This design comes from an exercise in tuning for small area on the open sky130 flow, not from production work.
RTL that was checked went through simulation tests only; none was proved equivalent to the original.
No functional check of the RTL was part of run 5.
The flow treats the clock pin as an ideal source, which a real chip does not have.
Power and IR drop assume default switching activity.

[flow/standard.sh]
#!/bin/bash
# synth_recipe.tcl (not shown) runs the flow's synth.tcl, then flattens the netlist and writes it again
# the make line also repeats each setting of config.mk as NAME=value (left out here)
make -C /OpenROAD-flow-scripts/flow DESIGN_CONFIG=/design/flow/config.mk WORK_HOME=/design/flow/orfs CLKGATE_MAP_FILE= SYNTH_SCRIPT=/design/flow/synth_recipe.tcl "${@:-finish}"
[flow/flow/run.sh]
#!/bin/bash
# Standard ORFS layout with smaller port buffers and a clock tree without dummy loads.
set -euo pipefail
bash standard.sh \
  BUFFER_PORTS_ARGS="-buffer_cell sky130_fd_sc_hd__buf_1" \
  CTS_ARGS="-sink_clustering_enable -repair_clock_nets -dont_use_dummy_load -buf_list sky130_fd_sc_hd__clkbuf_8" \
  finish > make.log 2>&1
[flow/config.mk]
export PLATFORM = sky130hd
export DESIGN_NAME = nco
export DESIGN_NICKNAME = nco
export VERILOG_FILES = /design/flow/design.v
export SDC_FILE = /design/flow/constraint.sdc
export NUM_CORES = 4
export LEC_CHECK = 0
export ABC_AREA = 1
export CAP_MARGIN = 20
export CORE_MARGIN = 2
export CORE_UTILIZATION = 65
export GPL_TIMING_DRIVEN = 0
export SLEW_MARGIN = 20
[flow/design.v]
module rca #(parameter W = 12) (
	input  [W-1:0] a,
	input  [W-1:0] b,
	input          ci,
	output [W-1:0] s
);
	wire [W:0] c;
	assign c[0] = ci;
	genvar i;
	generate
		for (i = 0; i < W; i = i + 1) begin : g
			assign s[i] = a[i] ^ b[i] ^ c[i];
			assign c[i+1] = (a[i] & b[i]) | (c[i] & (a[i] ^ b[i]));
		end
	endgenerate
endmodule
module b_ctrl(input clk, input En, output reg [2:0] s, output Vld);
	reg [3:0] f;
	wire s7 = &s;
	always @(posedge clk) begin
		if (!En) begin
			s <= 3'd6;
			f <= 4'd0;
		end else begin
			s <= s7 ? 3'd1 : s + 3'd1;
			if (s7 && !(f[3] & f[0])) f <= f + 4'd1;
		end
	end
	assign Vld = s7 & f[3] & f[0];
endmodule
module b_acc(input clk, input En, input p1, input [19:0] FCW, output [19:0] acc);
	reg [19:0] nacc;
	reg c10;
	assign acc = ~nacc;
	wire [19:0] b = FCW & {20{p1}};
	wire [9:0] lo;
	wire [9:0] hi;
	wire [10:0] cl;
	wire [10:0] ch;
	assign cl[0] = 1'b0;
	assign ch[0] = c10;
	genvar i;
	generate
		for (i = 0; i < 10; i = i + 1) begin : g
			assign lo[i] = acc[i] ^ b[i] ^ cl[i];
			assign cl[i+1] = (acc[i] & b[i]) | (cl[i] & (acc[i] ^ b[i]));
			assign hi[i] = acc[i+10] ^ b[i+10] ^ ch[i];
			assign ch[i+1] = (acc[i+10] & b[i+10]) | (ch[i] & (acc[i+10] ^ b[i+10]));
		end
	endgenerate
	always @(posedge clk) begin
		nacc <= ~({hi, lo} & {20{En}});
		c10 <= cl[10];
	end
endmodule
module b_ang(input clk, input [2:0] s, input [10:0] A0, output sgn);
	reg signed [10:0] A;
	reg [8:0] at;
	wire p1 = &s;
	always @* begin
		case (s)
			3'd1: at = 9'd301;
			3'd2: at = 9'd159;
			3'd3: at = 9'd80;
			3'd4: at = 9'd40;
			3'd5: at = 9'd19;
			default: at = 9'd9;
		endcase
	end
	wire signed [10:0] Ab = p1 ? A0 : A;
	wire signed [10:0] Ac = p1 ? 11'sd511 : {2'b00, at};
	wire [10:0] An;
	rca #(11) u_a (.a(Ab), .b(Ac ^ {11{~Ab[10]}}), .ci(~Ab[10]), .s(An));
	always @(posedge clk) A <= An;
	assign sgn = A[10];
endmodule
module b_lane(input clk, input p1, input sgn, input [1:0] q, output dk, output [1:0] q7, output IS);
	reg [55:0] L;
	always @(posedge clk) L <= {L[54:0], sgn};
	reg [1:0] Q [0:7];
	reg ISr;
	integer j;
	always @(posedge clk) if (p1) begin
		Q[0] <= q;
		for (j = 1; j < 8; j = j + 1) Q[j] <= Q[j-1];
		ISr <= Q[7][1] ^ Q[7][0];
	end
	assign dk = L[55];
	assign q7 = Q[7];
	assign IS = ISr;
endmodule
module b_shr(input [11:0] v, input [2:0] s, output [11:0] o, output st);
	wire [11:0] a = s[0] ? {v[11], v[11:1]} : v;
	wire [11:0] b = s[1] ? {{2{a[11]}}, a[11:2]} : a;
	assign o = s[2] ? {{4{b[11]}}, b[11:4]} : b;
	assign st = (s[0] & v[0]) | (s[1] & (a[1] | a[0])) | (s[2] & (|b[3:0]));
endmodule
module b_xy(input clk, input [2:0] s, input dk, input [1:0] q7, input IS, output [11:0] Xn, output [11:0] Yn);
	reg [11:0] X, Y;
	wire [11:0] Xs, Ys;
	wire stX, stY;
	b_shr u_sx(.v(X), .s(s), .o(Xs), .st(stX));
	b_shr u_sy(.v(Y), .s(s), .o(Ys), .st(stY));
	rca #(12) u_x (.a(X), .b(Ys ^ {12{~dk}}), .ci(~dk ^ (IS & stY)), .s(Xn));
	rca #(12) u_y (.a(Y), .b(Xs ^ {12{dk}}), .ci(dk ^ (IS & stX)), .s(Yn));
	wire nx = q7[0] ^ q7[1];
	wire ny = q7[1];
	wire [11:0] X1 = nx ? 12'hB26 : 12'h4DA;
	wire [11:0] Y1 = ny ? 12'hB26 : 12'h4DA;
	always @(posedge clk) begin
		if (&s) begin X <= X1; Y <= Y1; end
		else begin X <= Xn; Y <= Yn; end
	end
endmodule
module b_out(input clk, input p1, input [11:0] Xn, input [11:0] Yn, input selSign, input selXY, output [11:0] Dout);
	reg [11:0] NXo, NYo;
	always @(posedge clk) if (p1) begin
		NXo <= ~(Xn ^ {selSign, 11'd0});
		NYo <= ~(Yn ^ {selSign, 11'd0});
	end
	assign Dout = ~(selXY ? NXo : NYo);
endmodule
module nco(
	input clk,
	input En,
	input [19:0] FCW,
	input selXY,
	input selSign,
	output Vld,
	output [11:0] Dout
);
	wire [2:0] s;
	wire p1 = &s;
	wire [19:0] acc;
	wire sgn, dk;
	wire [1:0] q7;
	wire IS;
	wire [11:0] Xn, Yn;
	b_ctrl u_ctrl(.clk(clk), .En(En), .s(s), .Vld(Vld));
	b_acc u_acc(.clk(clk), .En(En), .p1(p1), .FCW(FCW), .acc(acc));
	b_ang u_ang(.clk(clk), .s(s), .A0({acc[18], acc[17:8]}), .sgn(sgn));
	b_lane u_lane(.clk(clk), .p1(p1), .sgn(sgn), .q(acc[19:18]), .dk(dk), .q7(q7), .IS(IS));
	b_xy u_xy(.clk(clk), .s(s), .dk(dk), .q7(q7), .IS(IS), .Xn(Xn), .Yn(Yn));
	b_out u_out(.clk(clk), .p1(p1), .Xn(Xn), .Yn(Yn), .selSign(selSign), .selXY(selXY), .Dout(Dout));
endmodule
[flow/constraint.sdc]
create_clock -name core_clock -period 6.0 [get_ports {clk}]
set_input_delay 1.2000 -clock core_clock [delete_from_list [all_inputs] [get_ports {clk}]]
set_output_delay 1.2000 -clock core_clock [all_outputs]
set_load 0.01 [all_outputs]
==> metrics.md, run 1 <==
| Metric | Value |
|---|---|
| Post-Synthesis Cells | between 600 and 700 |
| Leading area contributor after synthesis | dfxtp_1 |
| EDFF count, synth | 41 |
| Slew headroom | between 50% and 60% |
| Clock buffer depth | 2 |
| # DRC | 0 |
| Netlist cell types | 32 |
| GRT overflow | 0 |
| Worst Path Required | roughly 6.2 ns |
| CTS Hold Buffers Added | 0 |
| Critical Path Source Type | flip-flop |
| Multi-input gate area | roughly 3100 um2 |
| Hold Path Stages | 0 |
| Worst IR Drop VDD | around 0.33 mV |
| Htree depth | 4 |
| Metal-1 WL | between 6000 and 7000 um |
| Initial antenna violation count | 0 |
| Setup TNS | -0.0340 ns |
| Worst Path Arrival | slightly above 6 ns |
| Avg Inst Size Synth | 10.4 um2 |
| Skew final | about 0.026 ns |
| CP max FO | 10 |
| First-pass GRT wire length | around 23000 um |
| Final ANT Viol Nets | 0 |
| Synth top area share | approximately 34% |
| Slowest stage delay, CP | ~0.43 ns |
| Max Used Layer | met4 |
| Fin crit share | 101% |
| # rows | 37 |
| Post-Syn Area | between 6000 and 7000 um2 |
| Routed wire per std cell | 16.8 um |
| Setup WS post-layout | -0.0340 ns |
| Unrepaired setup endpoints after global routing | yes |
| Worst-skew pair later-pin latency | 0.45 ns |
| Main synth FF type | dfxtp_1 |
| YS warnings | 7 |
| Routed wl met3 | around 840 um |
| Vias in the first global route | roughly 4700 |
| HPWL Detailed | approximately 10000 um |
| Seq/Total Area, Yosys | around 52% |
| Clock Pin Slew Worst Setup and Hold Paths | around 0.080 ns |
| Core area | 10400 um2 |
| Crit Path Class | reg2reg |
| Buffers on Ports | 36 |
| Largest net degree at the start of global routing | 22 |
| Sink Count | 160 |
| Status | failed layout checks |
| Critical Path Most Common Cell | fa_2 |
| Initial Utilization | just under 70% |
| Area after DPL | about 7300 um2 |
| Final setup fails | 1 |
| Period minus WS final | 6.03 ns |
| Area grow syn2layout | 12.5% |
| # nets final | slightly above 800 |
| Die area | roughly 12000 um2 |
| Met2 wire length | just over 7000 um |
| Die Span Y | between 100 and 150 um |
| Failing Checks | negative setup slack |
| Dpl ws | -0.542 ns |
| TritonCTS clock tree | built |
| Routability Congestion | between 0.9 and 1 |
| First-pass iteration count of the detailed router | 4 |
| Worst Reg-to-Reg Cells | 20 |
| Top cells by area, synth | dfxtp_1, edfxtp_1, fa_1, nand2_1, inv_1 |
| Leak | 3.66 nW |
| All-layer global routing usage | 27.5% |
| Violation count after the first detailed-route iteration | between 200 and 250 |
| Async S/R FF share, synth | 0% |
| Sequential cell area | 3620 um2 |
| Slew Limit Fails | 0 |
| CTS Buf Count | 17 |
| Worst hold path type | reg2reg |
| Placed Cells | roughly 840 |
| Vias per cell | roughly 5.3 |
| Vias | around 4600 |
| Die Wd | between 100 and 150 um |
| # IOs | 37 |
| Design Area, Final | between 7000 and 8000 um2 |
| Final Util | about 76% |
| Fmax | around 170 MHz |
| CTS Root Cell | clkbuf_8 |
| Non-filler cells in the finished layout | a little under 900 |
| Actual slew at the worst max-slew pin | roughly 0.65 ns |
| Yosys reg bits | between 150 and 200 |
| Layout cells sized above 1 | 16.3% |
| WL final | between 10000 and 15000 um |
| Pwr dens | ~520 nW/um2 |
| Fillcell total | approximately 740 |
| CP max stage cell | fa_2 |
| CP Capture Type | flip-flop |
| Max-cap violations | 0 |
| Antenna Diode Count | 0 |
| Worst-path cell chain | buf_8 > buf_6 > nand2_1 > nand3_1 > nand2_1 > o21ai_2 > xor2_1 > fa_2 > fa_2 > fa_2 > fa_2 > fa_2 > fa_2 > fa_2 > fa_2 > fa_2 > fa_2 > fa_2 > xor2_2 > xor2_1 |
| Final hold viol count | 0 |
==> metrics by stage <==
step / total power, W / hold slack, ns
floorplan: 0.00294 / 0.310
global placement: 0.00330 / 0.312
detailed placement: 0.00340 / 0.312
CTS: 0.00403 / 0.323
global route: 0.00444 / 0.327
finish: 0.00410 / 0.317
==> logic make-up after synthesis <==
kind of cell / synth area share, %
and+or+nand+nor: 12.5
DFF: 51.8
buffers and inverters: 6.81
AOI/OAI and AO/OA: 6.74
adders and majority gates: 15.7
xor gates and xnor gates: 4.75
muxes: 1.72
==> final timing paths <==
check,from,endpoint,slack [ns]
hold reg to reg,u_lane.L[28]$_DFF_P_,u_lane.L[29]$_DFF_P_,0.32
setup reg to reg,u_ctrl.s[0]$_SDFF_PN0_,u_out.NXo[11]$_DFFE_PP_,-0.03
hold / removal,u_lane.L[28]$_DFF_P_,u_lane.L[29]$_DFF_P_,0.32
setup / recovery,u_ctrl.s[0]$_SDFF_PN0_,u_out.NXo[11]$_DFFE_PP_,-0.03
==> worst max-delay path: cells and delay by family, from the launching register on <==
family / cells / cell delay [ns]
simple gates: 3 / 0.30
buf+inv: 2 / 0.29
xor+xnor: 3 / 0.47
compound gates: 1 / 0.17
flops: 1 / 0.37
fa+ha+maj: 11 / 4.18
==> routing by layer <==
layer	global-route usage, %	vias to the layer above
met5	0	-
met4	10.3	0
met2	46.3	142
met1	35.3	2208
li1	-	2230
met3	5.69	26
==> timing repair <==
| item | 4_1_cts | 5_1_grt |
|---|---|---|
| setup buffers | 2 | 8 |
| pin swaps | 5 | 25 |
| gates cloned | 0 | 1 |
| setup endpoints to repair | 17 | 12 |
| gates resized for setup | 21 | 43 |
==> report_power, final <==
part,internal [W],total [W],switching (W)
Combinational,0.000681,0.00168,0.00100
Clock,0.000249,0.000566,0.000316
Sequential,0.00164,0.00185,0.000216
==> registers in the layout, summed over array words and instances, names as in the netlist, 3 cells and up <==
| name | count |
|---|---|
| u_xy.Y | 12 |
| u_ctrl.f | 4 |
| u_xy.X | 12 |
| u_lane.L | 56 |
| u_lane.Q | 16 |
| u_acc.nacc | 20 |
| u_ctrl.s | 3 |
| u_ang.A | 11 |
| u_out.NYo | 12 |
| u_out.NXo | 12 |
==> final cells by class <==
type / instances / area share, %
flip-flops and latches: 160 / 46.1
multi-input cells: 400 / 38.9
inverters: 83 / 4.16
repair buffers: 47 / 3.25
clock buffers: 17 / 2.98
plain buffers: 25 / 2.34
well taps: 136 / 2.17
==> placed cells by master, fill, tap and decap left out, types with 26 or more instances in the layout <==
cell / instances
dfxtp_1: 117
nand2_1: 141
xor2_1: 32
buf_1: 36
inv_1: 79
o21ai_1: 28
nand3_1: 26
edfxtp_1: 41
fa_1: 28
o21ai_0: 32
==> cell usage after synthesis (9+ instances only) <==
library cell  instances
o21ai_0              33
buf_2                13
fa_1                 49
dfxtp_1             119
mux2i_1              12
nand3_1              35
a21oi_1              10
o21ai_1              29
edfxtp_1             41
nand2_1             147
inv_1                79
ha_1                  9
xor2_1               33
==> run 2: changes to the inputs <==
--- a/flow/flow/run.sh
+++ b/flow/flow/run.sh
@@ -4,4 +4,5 @@
 bash standard.sh \
   BUFFER_PORTS_ARGS="-buffer_cell sky130_fd_sc_hd__buf_1" \
   CTS_ARGS="-sink_clustering_enable -repair_clock_nets -dont_use_dummy_load -buf_list sky130_fd_sc_hd__clkbuf_8" \
+  REMOVE_ABC_BUFFERS=1 \
   finish > make.log 2>&1
==> run 2 against run 1 <==
Net effect:
- synthesized cell count unchanged
- first-iteration DRC count up 7.1%
- utilization down 2.1 points
- wire length down 15%
- global-route usage down 3.7 points
- largest cell class unchanged
- now clean on timing, DRC and antenna
==> metrics.md, run 2 <==
| Metric | Value |
|---|---|
| Status | complete, no violations |
| Die area | 11600 um2 (unchanged) |
| Actual slew at the worst max-slew pin | 0.965 ns (+0.311 ns) |
| Buffers on Ports | 36 (unchanged) |
| Skew final | 0.0239 ns (-0.00252 ns) |
| Max FFs per register | 56 (unchanged) |
| Crit Path Class | reg2reg |
| TritonCTS clock tree | built |
| CP max stage cell | fa_2 |
| # IOs | 37 (unchanged) |
| # DRC | 0 (unchanged) |
| R2R Setup Slk | 0.18 ns (+0.21 ns) |
| Hold Path Stages | 0 (unchanged) |
| Sink Count | 160 (unchanged) |
| Async S/R FF share, synth | 0% (unchanged) |
| Largest regs | u_lane.L (56), u_acc.nacc (20), u_lane.Q (16) |
| Commonest cells after routing, fill and taps aside | nand2_1, dfxtp_1, inv_1, edfxtp_1, buf_1 |
| Die Span Y | 108 um (unchanged) |
| EDFF count, synth | 41 (unchanged) |
| Main synth FF type | dfxtp_1 |
| Yosys reg bits | 160 (unchanged) |
| Slowest stage delay, CP | 0.40 ns (-0.03 ns) |
| Unrepaired setup endpoints after global routing | no |
| GRT overflow | 0 (unchanged) |
| Most common cell after layout, fill and taps aside | nand2_1 |
| Final hold viol count | 0 (unchanged) |
| Commonest cells post-synth | nand2_1, dfxtp_1, inv_1, fa_1, edfxtp_1 |
| Hold Startpoint | u_lane.L[33]$_DFF_P_ |
| Layout cells sized above 1 | 13.3% (-3.0 points) |
| Clock buffer depth | 2 (unchanged) |
| Initial antenna violation count | 0 (unchanged) |
| CP Capture Type | flip-flop |
| Routability Congestion | 0.911 (-2.1%) |
| Critical R2R Capture | u_out.NXo[11]$_DFFE_PP_ |
| Pwr dens | 523 nW/um2 (about the same) |
| Top cells by area, synth | dfxtp_1, edfxtp_1, fa_1, nand2_1, inv_1 |
| Initial Utilization | 67.3% (unchanged) |
| Die Wd | 108 um (unchanged) |
| Crit Reg-Reg Startpoint | u_ctrl.s[0]$_SDFF_PN0_ |
| Seq/Total Area, Yosys | 51.8% (unchanged) |
| Critical Path Most Common Cell | fa_2 |
| Critical Path Source Type | flip-flop |
| Slew headroom | 35.7% (-21 points) |
| Worst-skew pair later-pin latency | 0.45 ns (about the same) |
| All-layer global routing usage | 23.9% (-3.7 points) |
| Routed wire per std cell | 14.7 um (-12%) |
| Final ANT Viol Nets | 0 (unchanged) |
| Post-Synthesis Cells | 670 (unchanged) |
| Fillcell total | 784 (+6.4%) |
| Leak | 3.49 nW (-4.6%) |
| # rows | 37 (unchanged) |
| Area grow syn2layout | 9.40% |
| Core area | 10400 um2 (unchanged) |
| Post-Syn Area | 6980 um2 (unchanged) |
| Max-cap violations | 0 (unchanged) |
| Htree depth | 4 (unchanged) |
| Leading area contributor after synthesis | dfxtp_1 |
| Period minus WS final | 5.82 ns (-0.212 ns) |
| Netlist cell types | 32 (unchanged) |
| Fin crit share | 97.0% (-3.5 points) |
| Most frequent cell after synthesis | nand2_1 |
| Worst Hold End | u_lane.L[34]$_DFF_P_ |
| Dpl ws | -1.54 ns (-0.997 ns) |
| Fmax | 172 MHz (+3.6%) |
| First-pass GRT wire length | 20500 um (-12%) |
| HPWL Detailed | 8360 um (-19%) |
| Vias | 4383 (-4.8%) |
| Setup TNS | 0 ns (+0.0340 ns) |
| Vias per cell | 5.20 (-2.0%) |
| WL final | 12400 um (-15%) |
| Clock Pin Slew Worst Setup and Hold Paths | 0.09 ns (about the same) |
| Synth top area share | 34.1% (unchanged) |
| First-pass iteration count of the detailed router | 5 (+1) |
| Worst Reg-to-Reg Cells | 20 (unchanged) |
| Biggest register | u_lane.L |
| Setup WS post-layout | 0.178 ns (+0.212 ns) |
| Avg Inst Size Synth | 10.4 um2 (unchanged) |
| Slew Limit Fails | 0 (unchanged) |
| Crit path from | u_ctrl.s[0]$_SDFF_PN0_ |
| Vias in the first global route | 4300 (-9.1%) |
| Antenna Diode Count | 0 (unchanged) |
| Worst-path cell chain | buf_12 > buf_4 > buf_6 > nand2_1 > nand2_1 > o21ai_1 > o21ai_1 > xor2_1 > fa_2 > fa_2 > fa_2 > fa_2 > fa_2 > fa_2 > fa_2 > fa_2 > fa_2 > fa_2 > xor2_2 > xor2_1 |
| Worst IR Drop VDD | 0.279 mV (-15%) |
| # nets final | 791 (-3.1%) |
| Largest net degree at the start of global routing | 56 (+150%) |
| CTS Root Cell | clkbuf_8 |
| Final setup fails | 0 (-1) |
| Worst hold path type | reg2reg |
| Violation count after the first detailed-route iteration | 257 (+7.1%) |
| CP max FO | 16 (+6) |
| YS warnings | 7 (unchanged) |
| CTS Buf Count | 17 (unchanged) |
| Worst Path Arrival | 6.01 ns (-0.22 ns) |
| Worst Path Required | 6.19 ns (about the same) |
-- run 2: per-layer routing --
metal | share of wire (%) | global-route usage, % | up-vias | wire [um]
met1 | 44 | 30.9 | 2065 | 5500
met4 | 1.4 | 7.60 | 0 | 170
li1 | - | - | 2186 | -
met2 | 49 | 39.4 | 112 | 6100
met5 | 0 | 0 | - | 0
met3 | 5.2 | 6.36 | 20 | 642
-- run 2: area by class of cell --
type                            count  area, um2  share of cell area, %
Clock buffer                       17        234                   3.07
Sequential cell                   160       3630                   47.5
Inverter                           83        342                   4.48
Timing Repair Buffer               47        258                   3.38
Tap cell                          136        170                   2.23
Multi-Input combinational cell    400       3000                   39.3
-- run 2: cells by family (layout without fill, tap and decap cells) --
| logic type | Yosys count | in the layout | synth area share [%] |
|---|---|---|---|
| AOI/OAI and AO/OA | 85 | 85 | 6.74 |
| xor gates and xnor gates | 37 | 37 | 4.75 |
| adders and majority gates | 58 | 58 | 15.7 |
| buffers and inverters | 110 | 147 | 6.81 |
| DFF | 160 | 160 | 51.8 |
| muxes | 12 | 12 | 1.72 |
| and+or+nand+nor | 208 | 208 | 12.5 |
-- run 2: worst max-delay path by stage --
stage                              end  cells past startpoint
2_1_floorplan       u_ang.A[9]$_DFF_P_                     13
3_3_place_gp        u_ang.A[9]$_DFF_P_                     13
3_5_place_dp   u_out.NXo[11]$_DFFE_PP_                     22
4_1_cts        u_out.NXo[11]$_DFFE_PP_                     22
5_1_grt        u_out.NXo[11]$_DFFE_PP_                     20
6_report       u_out.NXo[11]$_DFFE_PP_                     20
-- run 2: through the flow --
stage / cells / total power (W) / util (%) / cell area (um2) / hold WS [ns]
5_1_grt: 843 / 0.00434 / 73.6 / 7630 / 0.329
3_5_place_dp: 816 / 0.00334 / 69.1 / 7160 / 0.312
3_3_place_gp: 815 / 0.00326 / 68.8 / 7130 / 0.313
2_1_floorplan: 643 / 0.00291 / - / 6830 / 0.310
6_report: 843 / 0.00399 / 73.6 / 7630 / 0.318
4_1_cts: 843 / 0.00401 / 73.2 / 7590 / 0.321
-- run 2: where the power goes --
group	leakage (nW)	switching (W)	total, W	internal, W
clock network	0.122	0.000321	0.000570	0.000250
registers	1.38	0.000217	0.00186	0.00164
logic	1.99	0.000935	0.00157	0.000632
total	3.49	0.00147	0.00399	0.00252
-- run 2: worst max-delay path, delay by kind of cell, from the launching register on --
family | cells | cell delay (ns)
simple gates | 2 | 0.15
flops | 1 | 0.37
compound gates | 2 | 0.32
fa+ha+maj | 10 | 3.69
xor+xnor | 3 | 0.53
buf+inv | 3 | 0.49
-- run 2: timing repair --
item / 4_1_cts / 5_1_grt
hold buffers: 0 / 0
gates resized for setup: 34 / 13
setup buffers: 10 / 0
setup endpoints to repair: 22 / 12
hold endpoints to repair: 0 / 0
pin swaps: 3 / 19
==> run 3: changes to the inputs <==
==> flow/flow/run.sh (replaced) <==
#!/bin/bash
# Standard ORFS layout (the standard.sh) with: port buffers of buf_1, no buffer removal at
# floorplan beyond yosys/abc's own buffers, a clock tree of clkbuf_4 without dummy loads, and a
# POST_CTS hook (flow/post_cts.tcl) that upsizes any clock buffer whose sinks see too slow a slew.
# make's output goes to make.log; each ORFS step keeps its own log under orfs/logs.
set -euo pipefail
here=$(pwd)
bash standard.sh \
  BUFFER_PORTS_ARGS="-buffer_cell sky130_fd_sc_hd__buf_1" \
  CTS_ARGS="-sink_clustering_enable -repair_clock_nets -dont_use_dummy_load -buf_list sky130_fd_sc_hd__clkbuf_4" \
  POST_CTS_TCL="$here/flow/post_cts.tcl" \
  REMOVE_ABC_BUFFERS=1 \
  finish > make.log 2>&1
==> flow/flow/post_cts.tcl (new file) <==
estimate_parasitics -placement
set my_upsized 0
foreach inst [get_cells -filter "ref_name == sky130_fd_sc_hd__clkbuf_4"] {
  set outp [get_pins -of_objects $inst -filter "direction == output"]
  set worst 0
  foreach p [get_pins -of_objects [get_nets -of_objects $outp] -filter "direction == input"] {
    set s [get_property $p slew_max]
    if {$s > $worst} { set worst $s }
  }
  if {$worst > 0.115} {
    puts "post_cts: [get_property $inst name] load slew $worst, upsized to clkbuf_8"
    replace_cell $inst sky130_fd_sc_hd__clkbuf_8
    incr my_upsized
  }
}
if {$my_upsized > 0} {
  detailed_placement
  check_placement -verbose
  estimate_parasitics -placement
}
--- a/flow/config.mk
+++ b/flow/config.mk
@@ -8,6 +8,6 @@
 export ABC_AREA = 1
 export CAP_MARGIN = 20
 export CORE_MARGIN = 2
-export CORE_UTILIZATION = 65
+export CORE_UTILIZATION = 75
 export GPL_TIMING_DRIVEN = 0
 export SLEW_MARGIN = 20
==> run 3 against run 2 <==
Net effect:
- now fails the layout checks on negative setup slack
- area after synthesis is the same
- non-clock buffer count down 3
- sequential share of layout area rose by 0.35 points
- first-iteration DRC count up 4.7%
- critical path depth up 3
- clock skew up 0.012 ns
- hold slack lost 0.028 ns
- wire length is 6.9% higher
- final area is 0.72% lower
- critical path type unchanged
- largest cell class unchanged
- largest power group unchanged
==> metrics.md, run 3 <==
| Metric | Value |
|---|---|
| Status | failed layout checks |
| Failing Checks | negative setup slack |
| CP top delay family | adder cells |
| Largest regs | u_lane.L (56), u_acc.nacc (20), u_lane.Q (16) |
| Antenna Diode Count | 0 (unchanged) |
| Final hold viol count | 0 (unchanged) |
| Actual slew at the worst max-slew pin | 1.02 ns (+0.0597 ns) |
| Post-Syn Area | 6980 um2 (unchanged) |
| Avg Inst Size Synth | 10.4 um2 (unchanged) |
| Leading area contributor after synthesis | dfxtp_1 |
| Critical Path Most Common Cell | fa_2 |
| Area grow syn2layout | 8.61% |
| Most common cell after layout, fill and taps aside | nand2_1 |
| Die Wd | 100 um (-6.6%) |
| GRT overflow | 0 (unchanged) |
| Placed Cells | 792 (-2.9%) |
| Most frequent cell after synthesis | nand2_1 |
| Commonest cells post-synth | nand2_1, dfxtp_1, inv_1, fa_1, edfxtp_1 |
| Combinational family with the most area after synthesis | adder cells |
| # nets final | 789 (-0.25%) |
| Final setup fails | 1 (+1) |
| Design Area, Final | 7580 um2 (-0.72%) |
| CP max FO | 6 (-10) |
| Netlist cell types | 32 (unchanged) |
| Slew Limit Fails | 0 (unchanged) |
| Initial Utilization | 76.2% (+8.9 points) |
| Vias in the first global route | 4683 (+8.9%) |
| Fin crit share | 100% (+3.0 points) |
| Final Util | 82.8% (+9.2 points) |
| # rows | 35 (-5.4%) |
| Die area | 10100 um2 (-13%) |
| Post-synthesis mux area share | 1.72% (unchanged) |
| Worst-skew pair later-pin latency | 0.42 ns (-0.03 ns) |
| Routability Congestion | 0.911 (about the same) |
| Violation count after the first detailed-route iteration | 269 (+4.7%) |
| Setup WS post-layout | -0.00202 ns (-0.180 ns) |
| Clock Pin Slew Worst Setup and Hold Paths | 0.11 ns (+0.02 ns) |
| WL final | 13300 um (+6.9%) |
| Final ANT Viol Nets | 0 (unchanged) |
| Critical Path Source Type | flip-flop |
| Worst Path Required | 6.15 ns (-0.04 ns) |
| Post-Synthesis Cells | 670 (unchanged) |
| Buffers on Ports | 36 (unchanged) |
| Pwr dens | 528 nW/um2 (+0.98%) |
| Worst hold path type | reg2reg |
| Skew final | 0.0361 ns (+0.0121 ns) |
| # IOs | 37 (unchanged) |
| Synth Area in XOR/XNOR | 4.75% (unchanged) |
| Main synth FF type | dfxtp_1 |
| CP max stage cell | dfxtp_4 |
| Unrepaired setup endpoints after global routing | yes |
| Synth top area share | 34.1% (unchanged) |
| WP buf/inv | 1 (-2) |
| Largest net degree at the start of global routing | 67 (+20%) |
| Max FFs per register | 56 (unchanged) |
| Worst-path cell chain | buf_16 > nand2_1 > nand3_1 > nand2_1 > nand2_1 > o21ai_1 > nand2_1 > nand2_1 > nand2_2 > nand2_2 > fa_2 > fa_2 > fa_2 > fa_2 > fa_2 > fa_2 > fa_2 > fa_2 > fa_2 > fa_2 > fa_2 > xor2_2 > xor2_1 |
| First-pass iteration count of the detailed router | 5 (unchanged) |
| Initial antenna violation count | 0 (unchanged) |
| Sink Count | 160 (unchanged) |
| Vias per cell | 5.62 (+8.1%) |
| All-layer global routing usage | 28.9% (+5.0 points) |
| Routed wire per std cell | 16.3 um (+10%) |
| Fillcell total | 511 (-35%) |
| HPWL Detailed | 9090 um (+8.8%) |
| Fmax | 167 MHz (-3.0%) |
| Post-synthesis compound-gate area fraction | 6.74% (unchanged) |
| Slew headroom | 31.7% (-4.0 points) |
| Vias | 4585 (+4.6%) |
| Commonest cells after routing, fill and taps aside | nand2_1, dfxtp_1, inv_1, edfxtp_1, buf_1 |
| # DRC | 0 (unchanged) |
| Layout cells sized above 1 | 13.3% (+0.038 points) |
| YS warnings | 7 (unchanged) |
| Worst Path Arrival | 6.15 ns (+0.14 ns) |
| Period minus WS final | 6.00 ns (+0.180 ns) |
| TritonCTS clock tree | built |
| Die Span Y | 100 um (-6.6%) |
| Max-cap violations | 0 (unchanged) |
| Slowest stage delay, CP | 0.47 ns (+0.07 ns) |
| Biggest register | u_lane.L |
| Top cells by area, synth | dfxtp_1, edfxtp_1, fa_1, nand2_1, inv_1 |
| Leak | 3.50 nW (+0.30%) |
| Non-filler cells in the finished layout | 816 (-3.2%) |
| First-pass GRT wire length | 21800 um (+6.1%) |
| Adder-cell share of the synthesized area | 15.7% (unchanged) |
| Async S/R FF share, synth | 0% (unchanged) |
| Setup TNS | -0.00202 ns (-0.00202 ns) |
| Seq/Total Area, Yosys | 51.8% (unchanged) |
| Worst IR Drop VDD | 0.305 mV (+9.1%) |
| Post-synthesis simple-gate area fraction | 12.5% (unchanged) |
| EDFF count, synth | 41 (unchanged) |
| Crit Path Class | reg2reg |
| Yosys reg bits | 160 (unchanged) |
| Area after DPL | 7170 um2 (about the same) |
| CP Capture Type | flip-flop |
| Core area | 9150 um2 (-12%) |
-- run 3: cell count changes in the layout (fill, tap and decap cells not counted), moves of 2 or more --
cell and delta:
nand3_1 -6, buf_16 +3, nand2_2 +5, nand3_2 +6, clkbuf_4 +11, clkbuf_8 -11
fa_1 +7, nand2_1 -5, buf_4 -4, fa_2 -7, buf_12 -2
-- run 3: worst register-to-register path: stages, from the launching register on --
cell and delay [ns]:
dfxtp_4 0.47, buf_16 0.15, nand2_1 0.08, nand3_1 0.12, nand2_1 0.07, nand2_1 0.06
o21ai_1 0.06, nand2_1 0.12, nand2_1 0.08, nand2_2 0.08, nand2_2 0.07, fa_2 0.36
fa_2 0.36, fa_2 0.36, fa_2 0.38, fa_2 0.36, fa_2 0.39, fa_2 0.41
fa_2 0.37, fa_2 0.36, fa_2 0.35, fa_2 0.36, xor2_2 0.19, xor2_1 0.16
-- run 3: worst paths after layout --
check	start	end	slack, ns	depth (start not counted)
max	u_ctrl.s[0]$_SDFF_PN0_	u_out.NXo[11]$_DFFE_PP_	-0.002	23
max reg2reg	u_ctrl.s[0]$_SDFF_PN0_	u_out.NXo[11]$_DFFE_PP_	-0.002	23
min	u_lane.L[23]$_DFF_P_	u_lane.L[24]$_DFF_P_	0.29	0
min reg2reg	u_lane.L[23]$_DFF_P_	u_lane.L[24]$_DFF_P_	0.29	0
-- run 3: kinds of logic after synthesis --
| logic type | count (synthesis) |
|---|---|
| buf+inv | 110 |
| xor+xnor | 37 |
| flops | 160 |
| fa+ha+maj | 58 |
| compound gates | 85 |
| simple gates | 208 |
| mux | 12 |
-- run 3: area by class of cell --
| class | instances | area, um2 | area share, % |
|---|---|---|---|
| inverters | 83 | 339 | 4.47 |
| repair inverters | 1 | 6.26 | 0.0826 |
| flip-flops and latches | 160 | 3630 | 47.9 |
| repair buffers | 44 | 288 | 3.80 |
| clock buffers | 17 | 165 | 2.18 |
| multi-input cells | 400 | 3010 | 39.8 |
| well taps | 111 | 139 | 1.83 |
-- run 3: layer usage --
metal  up-vias  track usage [%]  wire length (um)
li1       2182                -                 -
met1      2205             34.7              5160
met2       171             51.3              7080
met3        27             6.93               813
met4         0             9.48               221
met5         -                0                 0
-- run 3: through the flow --
step	setup slack (ns)	hold slack, ns	power (W)
global route	-0.152	0.291	0.00432
floorplan	-1.44	0.310	0.00291
global placement	-3.09	0.313	0.00324
detailed placement	-1.54	0.312	0.00340
finish	-0.00202	0.290	0.00400
-- run 3: power by group --
part | switching, W | internal, W | leakage (nW) | total, W
combinational | 0.00100 | 0.000656 | 2.03 | 0.00166
clock | 0.000305 | 0.000175 | 0.0937 | 0.000479
sequential | 0.000231 | 0.00164 | 1.38 | 0.00187
total | 0.00154 | 0.00247 | 3.50 | 0.00400
==> run 4: changes to the inputs <==
--- a/flow/config.mk
+++ b/flow/config.mk
@@ -8,6 +8,6 @@
 export ABC_AREA = 1
 export CAP_MARGIN = 20
 export CORE_MARGIN = 2
-export CORE_UTILIZATION = 75
+export CORE_UTILIZATION = 65
 export GPL_TIMING_DRIVEN = 0
 export SLEW_MARGIN = 20
==> run 4 against run 3 <==
Net effect:
- first-iteration DRC count down 26%
- highest routed layer unchanged
- critical endpoint is now u_out.NYo[11]$_DFFE_PP_
- register-to-register slack improved by 0.19 ns
- global-route usage decreased by 5.2 points
- die area up 15%
- the run now finishes clean
==> metrics.md, run 4 <==
| Metric | Value |
|---|---|
| Unrepaired setup endpoints after global routing | no |
| Async S/R FF share, synth | 0% (unchanged) |
| M2 GR Usage | 39.1% (-12 points) |
| Worst Reg-to-Reg Cells | 22 (-4.3%) |
| Setup TNS | 0 ns (+0.00202 ns) |
| Critical R2R Capture | u_out.NYo[11]$_DFFE_PP_ |
| Worst Path Arrival | 5.99 ns (-0.16 ns) |
| # rows | 37 (+5.7%) |
| Most frequent cell after synthesis | nand2_1 |
| Final ANT Viol Nets | 0 (unchanged) |
| Initial Utilization | 67.3% (-8.9 points) |
| WL final | 12300 um (-7.2%) |
| Fillcell total | 807 (+58%) |
| Max-cap violations | 0 (unchanged) |
| # nets final | 791 (+0.25%) |
| Synth top area share | 34.1% (unchanged) |
| # IOs | 37 (unchanged) |
| Non-filler cells in the finished layout | 843 (+3.3%) |
| Actual slew at the worst max-slew pin | 0.983 ns (-0.0415 ns) |
| Pwr dens | 513 nW/um2 (-2.8%) |
| Final setup fails | 0 (-1) |
| GRT overflow | 0 (unchanged) |
| Met3 GRT Util | 5.57% (-1.4 points) |
| Largest net degree at the start of global routing | 56 (-16%) |
| First-pass iteration count of the detailed router | 5 (unchanged) |
| Dpl ws | -1.54 ns (-0.00188 ns) |
| Hold_ws | 0.293 ns (+0.00299 ns) |
| Max FFs per register | 56 (unchanged) |
| Leading area contributor after synthesis | dfxtp_1 |
| Area grow syn2layout | 8.14% |
| Sequential cell area | 3630 um2 (unchanged) |
| Crit Reg-Reg Startpoint | u_ctrl.s[0]$_SDFF_PN0_ |
| Post-Syn Area | 6980 um2 (unchanged) |
| Vias | 4358 (-5.0%) |
| Leak | 3.46 nW (-1.3%) |
| Commonest cells post-synth | nand2_1, dfxtp_1, inv_1, fa_1, edfxtp_1 |
| First-pass GRT wire length | 20400 um (-6.5%) |
| Routability Congestion | 0.911 (about the same) |
| Die Wd | 108 um (+7.1%) |
| Fin crit share | 96.9% (-3.2 points) |
| Fmax | 172 MHz (+3.3%) |
| Skew final | 0.0328 ns (-0.00324 ns) |
| Tot Pwr | 0.00387 W (-3.2%) |
| Antenna Diode Count | 0 (unchanged) |
| Vias in the first global route | 4266 (-8.9%) |
| Main synth FF type | dfxtp_1 |
| Critical Path Source Type | flip-flop |
| Hold Startpoint | u_lane.L[15]$_DFF_P_ |
| YS warnings | 7 (unchanged) |
| Biggest register | u_lane.L |
| Buffers on Ports | 36 (unchanged) |
| Netlist cell types | 32 (unchanged) |
| Commonest cells after routing, fill and taps aside | nand2_1, dfxtp_1, inv_1, edfxtp_1, buf_1 |
| Worst Hold End | u_lane.L[16]$_DFF_P_ |
| Top cells by area, synth | dfxtp_1, edfxtp_1, fa_1, nand2_1, inv_1 |
| # DRC | 0 (unchanged) |
| Avg Inst Size Synth | 10.4 um2 (unchanged) |
| Worst Path Required | 6.18 ns (+0.03 ns) |
| Sink Count | 160 (unchanged) |
| Placed Cells | 816 (+3.0%) |
| Crit path from | u_ctrl.s[0]$_SDFF_PN0_ |
| Seq/Total Area, Yosys | 51.8% (unchanged) |
| Violation count after the first detailed-route iteration | 200 (-26%) |
| Yosys reg bits | 160 (unchanged) |
| CP max FO | 9 (+3) |
| Initial antenna violation count | 0 (unchanged) |
| Crit Path Class | reg2reg |
| Hold Path Stages | 0 (unchanged) |
| R2R Setup Slk | 0.19 ns (+0.19 ns) |
| TritonCTS clock tree | built |
| Slew Limit Fails | 0 (unchanged) |
| Most common cell after layout, fill and taps aside | nand2_1 |
| Die area | 11600 um2 (+15%) |
| Layout cells sized above 1 | 13.3% (-0.038 points) |
| GR peak layer | met2 |
| All-layer global routing usage | 23.7% (-5.2 points) |
| Largest regs | u_lane.L (56), u_acc.nacc (20), u_lane.Q (16) |
| EDFF count, synth | 41 (unchanged) |
| Die Span Y | 108 um (+7.1%) |
| HPWL Detailed | 8360 um (-8.1%) |
| Post-Synthesis Cells | 670 (unchanged) |
| CP Capture Type | flip-flop |
| Worst-skew pair later-pin latency | 0.43 ns (about the same) |
| Final hold viol count | 0 (unchanged) |
| Multi-input gate area | 3000 um2 (-0.37%) |
| Vias per cell | 5.17 (-8.0%) |
| Met1 Use GR | 30.7% (-4.1 points) |
| Core area | 10400 um2 (+13%) |
| Slew headroom | 34.5% (+2.8 points) |
| Clock Pin Slew Worst Setup and Hold Paths | 0.11 ns (about the same) |
| Status | complete, no violations |
| Worst IR Drop VDD | 0.271 mV (-11%) |
| Period minus WS final | 5.81 ns (-0.191 ns) |
| Routed wire per std cell | 14.6 um (-10%) |
| Worst hold path type | reg2reg |
| Setup WS post-layout | 0.189 ns (+0.191 ns) |
[run 4: changes by cell type in the layout (fill, tap and decap cells not counted), moves of 4 or more]
| cell | change |
|---|---|
| nand3_2 | -6 |
| nand2_1 | +5 |
| fa_1 | -7 |
| nand3_1 | +6 |
| buf_4 | +4 |
| fa_2 | +7 |
| nand2_2 | -5 |
[run 4: area by class of cell]
cell class	instances	share of cell area [%]
Multi-Input combinational cell	400	39.8
Clock buffer	17	1.94
Inverter	83	4.53
Sequential cell	160	48.1
Timing Repair Buffer	47	3.42
Tap cell	136	2.26
[run 4: how the worst max path moves through the flow]
stage	slack, ns	to	cells after the start
finish	0.19	u_out.NYo[11]$_DFFE_PP_	22
global route	0.02	u_out.NXo[11]$_DFFE_PP_	20
detailed placement	-1.54	u_out.NXo[11]$_DFFE_PP_	22
global placement	-3.27	u_ang.A[9]$_DFF_P_	13
floorplan	-1.44	u_ang.A[9]$_DFF_P_	13
[run 4: kinds of logic (layout without fill, tap and decap cells)]
kind of cell             Yosys count  in the layout  synth area share, %
XOR/XNOR                          37             37                 4.75
adder cells (fa/ha/maj)           58             58                 15.7
multiplexers                      12             12                 1.72
AO/OA/AOI/OAI                     85             85                 6.74
flip-flops                       160            160                 51.8
buffers and inverters            110            147                 6.81
AND/OR/NAND/NOR                  208            208                 12.5
[run 4: metal layers]
layer	wire length [um]	up-vias
met5	0	-
li1	-	2186
met3	570	15
met1	5520	2053
met2	6070	104
met4	165	0
[run 4: per-stage QoR]
step	cell area (um2)	utilization, %
floorplan	6830	-
global placement	7130	68.8
detailed placement	7160	69.1
global route	7540	72.8
finish	7540	72.8
[run 4: critical path, cell delays in order (launching register included)]
cell and delay, ns:
dfxtp_4 0.38, buf_12 0.14, buf_4 0.18, or2_1 0.25, o21ai_2 0.07, nand2_1 0.08
nand3_1 0.08, o21ai_1 0.09, xor2_1 0.21, fa_2 0.25, fa_2 0.21, inv_1 0.07
fa_2 0.36, fa_2 0.36, fa_2 0.37, fa_2 0.36, fa_2 0.37, fa_2 0.36
fa_2 0.37, fa_2 0.35, fa_2 0.36, xnor2_2 0.16, xor2_1 0.14
[run 4: power breakdown]
part           total [W]  internal, W  leakage, nW  switching (W)
logic            0.00157     0.000632         1.99       0.000933
clock network   0.000457     0.000153       0.0860       0.000304
registers        0.00185      0.00164         1.38       0.000216
total            0.00387      0.00242         3.46        0.00145
==> run 5: changes to the inputs <==
--- a/flow/design.v
+++ b/flow/design.v
@@ -30,27 +30,23 @@
 endmodule
 module b_acc(input clk, input En, input p1, input [19:0] FCW, output [19:0] acc);
 	reg [19:0] nacc;
-	reg c10;
+	reg c7, c14;
 	assign acc = ~nacc;
 	wire [19:0] b = FCW & {20{p1}};
-	wire [9:0] lo;
-	wire [9:0] hi;
-	wire [10:0] cl;
-	wire [10:0] ch;
-	assign cl[0] = 1'b0;
-	assign ch[0] = c10;
+	wire [19:0] sum;
+	wire [20:0] c;
 	genvar i;
 	generate
-		for (i = 0; i < 10; i = i + 1) begin : g
-			assign lo[i] = acc[i] ^ b[i] ^ cl[i];
-			assign cl[i+1] = (acc[i] & b[i]) | (cl[i] & (acc[i] ^ b[i]));
-			assign hi[i] = acc[i+10] ^ b[i+10] ^ ch[i];
-			assign ch[i+1] = (acc[i+10] & b[i+10]) | (ch[i] & (acc[i+10] ^ b[i+10]));
+		for (i = 0; i < 20; i = i + 1) begin : g
+			wire ci = (i == 0) ? 1'b0 : (i == 7) ? c7 : (i == 14) ? c14 : c[i];
+			assign sum[i] = acc[i] ^ b[i] ^ ci;
+			assign c[i+1] = (acc[i] & b[i]) | (ci & (acc[i] ^ b[i]));
 		end
 	endgenerate
 	always @(posedge clk) begin
-		nacc <= ~({hi, lo} & {20{En}});
-		c10 <= cl[10];
+		nacc <= ~(sum & {20{En}});
+		c7 <= c[7];
+		c14 <= c[14];
 	end
 endmodule
 module b_ang(input clk, input [2:0] s, input [10:0] A0, output sgn);
@@ -74,20 +70,18 @@
 	always @(posedge clk) A <= An;
 	assign sgn = A[10];
 endmodule
-module b_lane(input clk, input p1, input sgn, input [1:0] q, output dk, output [1:0] q7, output IS);
+module b_lane(input clk, input p1, input sgn, input [1:0] q, output dk, output [1:0] q7, output [1:0] q8);
 	reg [55:0] L;
 	always @(posedge clk) L <= {L[54:0], sgn};
-	reg [1:0] Q [0:7];
-	reg ISr;
+	reg [1:0] Q [0:8];
 	integer j;
 	always @(posedge clk) if (p1) begin
 		Q[0] <= q;
-		for (j = 1; j < 8; j = j + 1) Q[j] <= Q[j-1];
-		ISr <= Q[7][1] ^ Q[7][0];
+		for (j = 1; j < 9; j = j + 1) Q[j] <= Q[j-1];
 	end
 	assign dk = L[55];
 	assign q7 = Q[7];
-	assign IS = ISr;
+	assign q8 = Q[8];
 endmodule
 module b_shr(input [11:0] v, input [2:0] s, output [11:0] o, output st);
 	wire [11:0] a = s[0] ? {v[11], v[11:1]} : v;
@@ -113,12 +107,12 @@
 	end
 endmodule
 module b_out(input clk, input p1, input [11:0] Xn, input [11:0] Yn, input selSign, input selXY, output [11:0] Dout);
-	reg [11:0] NXo, NYo;
+	reg [11:0] Xo, Yo;
 	always @(posedge clk) if (p1) begin
-		NXo <= ~(Xn ^ {selSign, 11'd0});
-		NYo <= ~(Yn ^ {selSign, 11'd0});
+		Xo <= Xn ^ {selSign, 11'd0};
+		Yo <= Yn ^ {selSign, 11'd0};
 	end
-	assign Dout = ~(selXY ? NXo : NYo);
+	assign Dout = selXY ? Xo : Yo;
 endmodule
 module nco(
 	input clk,
@@ -133,13 +127,12 @@
 	wire p1 = &s;
 	wire [19:0] acc;
 	wire sgn, dk;
-	wire [1:0] q7;
-	wire IS;
+	wire [1:0] q7, q8;
 	wire [11:0] Xn, Yn;
 	b_ctrl u_ctrl(.clk(clk), .En(En), .s(s), .Vld(Vld));
 	b_acc u_acc(.clk(clk), .En(En), .p1(p1), .FCW(FCW), .acc(acc));
 	b_ang u_ang(.clk(clk), .s(s), .A0({acc[18], acc[17:8]}), .sgn(sgn));
-	b_lane u_lane(.clk(clk), .p1(p1), .sgn(sgn), .q(acc[19:18]), .dk(dk), .q7(q7), .IS(IS));
-	b_xy u_xy(.clk(clk), .s(s), .dk(dk), .q7(q7), .IS(IS), .Xn(Xn), .Yn(Yn));
+	b_lane u_lane(.clk(clk), .p1(p1), .sgn(sgn), .q(acc[19:18]), .dk(dk), .q7(q7), .q8(q8));
+	b_xy u_xy(.clk(clk), .s(s), .dk(dk), .q7(q7), .IS(q8[1] ^ q8[0]), .Xn(Xn), .Yn(Yn));
 	b_out u_out(.clk(clk), .p1(p1), .Xn(Xn), .Yn(Yn), .selSign(selSign), .selXY(selXY), .Dout(Dout));
 endmodule
==> flow/flow/run.sh (replaced) <==
#!/bin/bash
# Standard ORFS layout with smaller port buffers and a clock tree without dummy loads.
set -euo pipefail
bash standard.sh \
  BUFFER_PORTS_ARGS="-buffer_cell sky130_fd_sc_hd__buf_1" \
  CTS_ARGS="-sink_clustering_enable -repair_clock_nets -dont_use_dummy_load -buf_list sky130_fd_sc_hd__clkbuf_8" \
  finish > make.log 2>&1
removed: flow/flow/post_cts.tcl
==> run 5 against run 4 <==
Net effect:
- still clean on timing, DRC and antenna
- critical path depth increased by 5
- maximum frequency decreased by 0.77%
- via count increased by 9.0%
- wire length increased by 21%
- hold slack improved by 0.027 ns
==> metrics.md, run 5 <==
| Metric | Value |
|---|---|
| Status | complete, no violations |
| Worst Path Arrival | 6.06 ns (+0.07 ns) |
| Post-Syn Area | 7010 um2 (+0.41%) |
| Slew Limit Fails | 0 (unchanged) |
| # DRC | 0 (unchanged) |
| Biggest register | u_lane.L |
| Max FFs per register | 56 (unchanged) |
| CP max FO | 10 (+1) |
| Core area | 10400 um2 (+0.45%) |
| Worst Path Required | 6.20 ns (+0.02 ns) |
| EDFF count, synth | 42 (+2.4%) |
| Avg Inst Size Synth | 10.3 um2 (-1.2%) |
| Clock Pin Slew Worst Setup and Hold Paths | 0.07 ns (-0.04 ns) |
| Non-filler cells in the finished layout | 877 (+4.0%) |
| Die area | 11600 um2 (+0.40%) |
| Period minus WS final | 5.86 ns (+0.0452 ns) |
| Leading area contributor after synthesis | dfxtp_1 |
| Top cells by area, synth | dfxtp_1, edfxtp_1, fa_1, nand2_1, inv_1 |
| CTS Hold Buffers Added | 0 |
| Layout cells sized above 1 | 13.6% (+0.33 points) |
| # nets final | 825 (+4.3%) |
| Final Util | 75.2% (+2.5 points) |
| Sink Count | 162 (+1.3%) |
| Initial antenna violation count | 0 (unchanged) |
| First-pass GRT wire length | 23600 um (+16%) |
| Synth top area share | 34.3% (+0.15 points) |
| Area grow syn2layout | 11.9% |
| CTS Root Cell | clkbuf_8 |
| Skew final | 0.0376 ns (+0.00479 ns) |
| Critical Path Source Type | flip-flop |
| Final setup fails | 0 (unchanged) |
| GRT overflow | 0 (unchanged) |
| Crit Path Class | reg2reg |
| Die Span Y | 108 um (+0.20%) |
| Yosys reg bits | 162 (+1.3%) |
| Worst hold path type | reg2reg |
| TritonCTS clock tree | built |
| Setup TNS | 0 ns (unchanged) |
| # rows | 37 (unchanged) |
| Antenna Diode Count | 0 (unchanged) |
| Routed wire per std cell | 17.1 um (+17%) |
| Placed Cells | 854 (+4.7%) |
| Die Wd | 108 um (+0.20%) |
| Dpl ws | -0.709 ns (+0.830 ns) |
| First-pass iteration count of the detailed router | 4 (-1) |
| Async S/R FF share, synth | 0% (unchanged) |
| Clock buffer depth | 2 |
| Post-Synthesis Cells | 681 (+1.6%) |
| All-layer global routing usage | 28.0% (+4.4 points) |
| Initial Utilization | 67.3% (about the same) |
| Vias in the first global route | 4824 (+13%) |
| Htree depth | 4 |
| Most common cell after layout, fill and taps aside | nand2_1 |
| Largest regs | u_lane.L (56), u_acc.nacc (20), u_lane.Q (18) |
| Fin crit share | 97.6% (+0.75 points) |
| Worst IR Drop VDD | 0.322 mV (+19%) |
| Final ANT Viol Nets | 0 (unchanged) |
| Pwr dens | 569 nW/um2 (+11%) |
| Setup WS post-layout | 0.144 ns (-0.0452 ns) |
| CTS Buf Count | 17 |
| Final hold viol count | 0 (unchanged) |
| WP buf/inv | 5 (+2) |
| Most frequent cell after synthesis | nand2_1 |
| Largest net degree at the start of global routing | 37 (-34%) |
| Seq/Total Area, Yosys | 52.3% (+0.50 points) |
| Netlist cell types | 28 (-13%) |
| CP max stage cell | dfxtp_4 |
| Fmax | 171 MHz (-0.77%) |
| Commonest cells post-synth | nand2_1, dfxtp_1, inv_1, o21ai_0, fa_1 |
| Routability Congestion | 0.932 (+2.4%) |
| Main synth FF type | dfxtp_1 |
| Worst-skew pair later-pin latency | 0.45 ns (+0.02 ns) |
| Commonest cells after routing, fill and taps aside | nand2_1, dfxtp_1, inv_1, o21ai_0, edfxtp_1 |
| CP Capture Type | flip-flop |
| Max-cap violations | 0 (unchanged) |
| YS warnings | 7 (unchanged) |
| WL final | 15000 um (+21%) |
| CP top delay family | adder cells |
| Vias | 4749 (+9.0%) |
| Slew headroom | 47.4% (+13 points) |
| Violation count after the first detailed-route iteration | 271 (+36%) |
| Slowest stage delay, CP | 0.44 ns (+0.06 ns) |
| HPWL Detailed | 11100 um (+33%) |
| # IOs | 37 (unchanged) |
| Actual slew at the worst max-slew pin | 0.786 ns (-0.197 ns) |
| Leak | 3.59 nW (+3.8%) |
| Vias per cell | 5.42 (+4.7%) |
| Critical Path Most Common Cell | fa_2 |
| Buffers on Ports | 36 (unchanged) |
-- run 5: changes by cell type after synthesis, moves of 7 or more --
cell / change
inv_1: +19
nand2_2: -8
o21ai_1: -13
mux2_2: +12
o21ai_2: -7
o21ai_0: +24
mux2i_1: -10
-- run 5: routing by layer --
metal  track usage [%]  wire length (um)
met2              47.9              7760
met1              33.7              6140
met4              12.7               340
met5                 0                 0
met3              6.60               733
-- run 5: layout make-up --
class                      count  area (um2)
clock buffer                  17         234
fill                         705        2580
inverter                     101         387
tap                          136         170
multi-input combinational    391        2970
buffer                        27         184
timing repair buffer          43         218
sequential                   162        3670
-- run 5: cells by family after synthesis --
group	after synthesis	share of synthesized area, %
and+or+nand+nor	190	11.1
DFF	162	52.3
buffers and inverters	128	7.20
AOI/OAI and AO/OA	90	6.70
adders and majority gates	58	15.6
xor gates and xnor gates	39	4.88
muxes	14	2.21
-- run 5: final timing paths --
kind                          start                      to  slack, ns  depth (start not counted)
max          u_ctrl.s[0]$_SDFF_PN0_  u_out.Xo[11]$_DFFE_PP_       0.14                         27
min            u_lane.L[42]$_DFF_P_    u_lane.L[43]$_DFF_P_       0.32                          0
max reg2reg  u_ctrl.s[0]$_SDFF_PN0_  u_out.Xo[11]$_DFFE_PP_       0.14                         27
min reg2reg    u_lane.L[42]$_DFF_P_    u_lane.L[43]$_DFF_P_       0.32                          0
-- run 5: worst reg2reg max path, cell delays in order, from the launching register on --
cell and delay [ns]:
dfxtp_4 0.44, inv_6 0.08, buf_8 0.14, nand2_1 0.08
nand3_2 0.10, nand2_2 0.08, nand2_1 0.05, o21ai_1 0.13
nand2_1 0.10, nand3_1 0.08, nand2_1 0.07, fa_2 0.35
fa_2 0.37, fa_2 0.37, fa_2 0.35, fa_2 0.36
fa_2 0.38, fa_2 0.35, fa_2 0.36, inv_2 0.07
fa_1 0.16, inv_1 0.05, fa_2 0.34, fa_2 0.41
xnor2_4 0.20, inv_1 0.06, nand2_1 0.06, nand2_1 0.05
-- run 5: what timing repair did --
action / CTS / global route
pin swaps: 9 / 20
gates resized for setup: 40 / 20
endpoints found under the hold margin: 0 / 0
gates cloned: 0 / 1
endpoints found under the setup margin: 10 / 8
buffers inserted: 4 / 1
-- run 5: power by group --
group | leakage (nW) | internal [W] | switching [W] | total, W
sequential | 1.40 | 0.00166 | 0.000166 | 0.00183
combinational | 2.07 | 0.000852 | 0.00121 | 0.00206
clock | 0.122 | 0.000249 | 0.000326 | 0.000575
total | 3.59 | 0.00276 | 0.00170 | 0.00446
-- run 5: stage by stage --
step	power (W)	hold slack [ns]	cell area, um2
floorplan	0.00307	0.310	7030
global placement	0.00353	0.313	7330
detailed placement	0.00369	0.312	7360
CTS	0.00439	0.324	7730
global route	0.00479	0.334	7840
finish	0.00446	0.320	7840

-- what the ideal ports hide --
Ports are ideal in the flow. The routed layouts listed here were re-timed in OpenROAD. Step 1, drivers: a clkbuf_16 drives clk and a buf_2 each remaining input, both assumed. Step 2 times the ports against the registers' clock, not the clock port: input delays grow and output delays shrink by t, the midpoint of the rising clock arrivals with the driver on. a / b / c = ideal ports / drivers / drivers and shift; a / b = the first two.
run	t, ns	setup WS [ns]	hold slack, ns	slew at the worst register clock pin (ns)	worst slew at a driven data input, ns
run 1	0.469	-0.034 / -0.034 / -0.034	0.317 / 0.317 / 0.317	0.08 / 0.08	0.03
run 2	0.478	0.178 / 0.178 / 0.178	0.318 / 0.318 / 0.318	0.09 / 0.09	0.03
run 3	0.441	-0.002 / -0.002 / -0.002	0.290 / 0.290 / 0.290	0.11 / 0.11	0.03
run 4	0.449	0.189 / 0.189 / 0.189	0.293 / 0.293 / 0.293	0.11 / 0.11	0.03
run 5	0.467	0.144 / 0.144 / 0.144	0.320 / 0.320 / 0.320	0.09 / 0.09	0.03
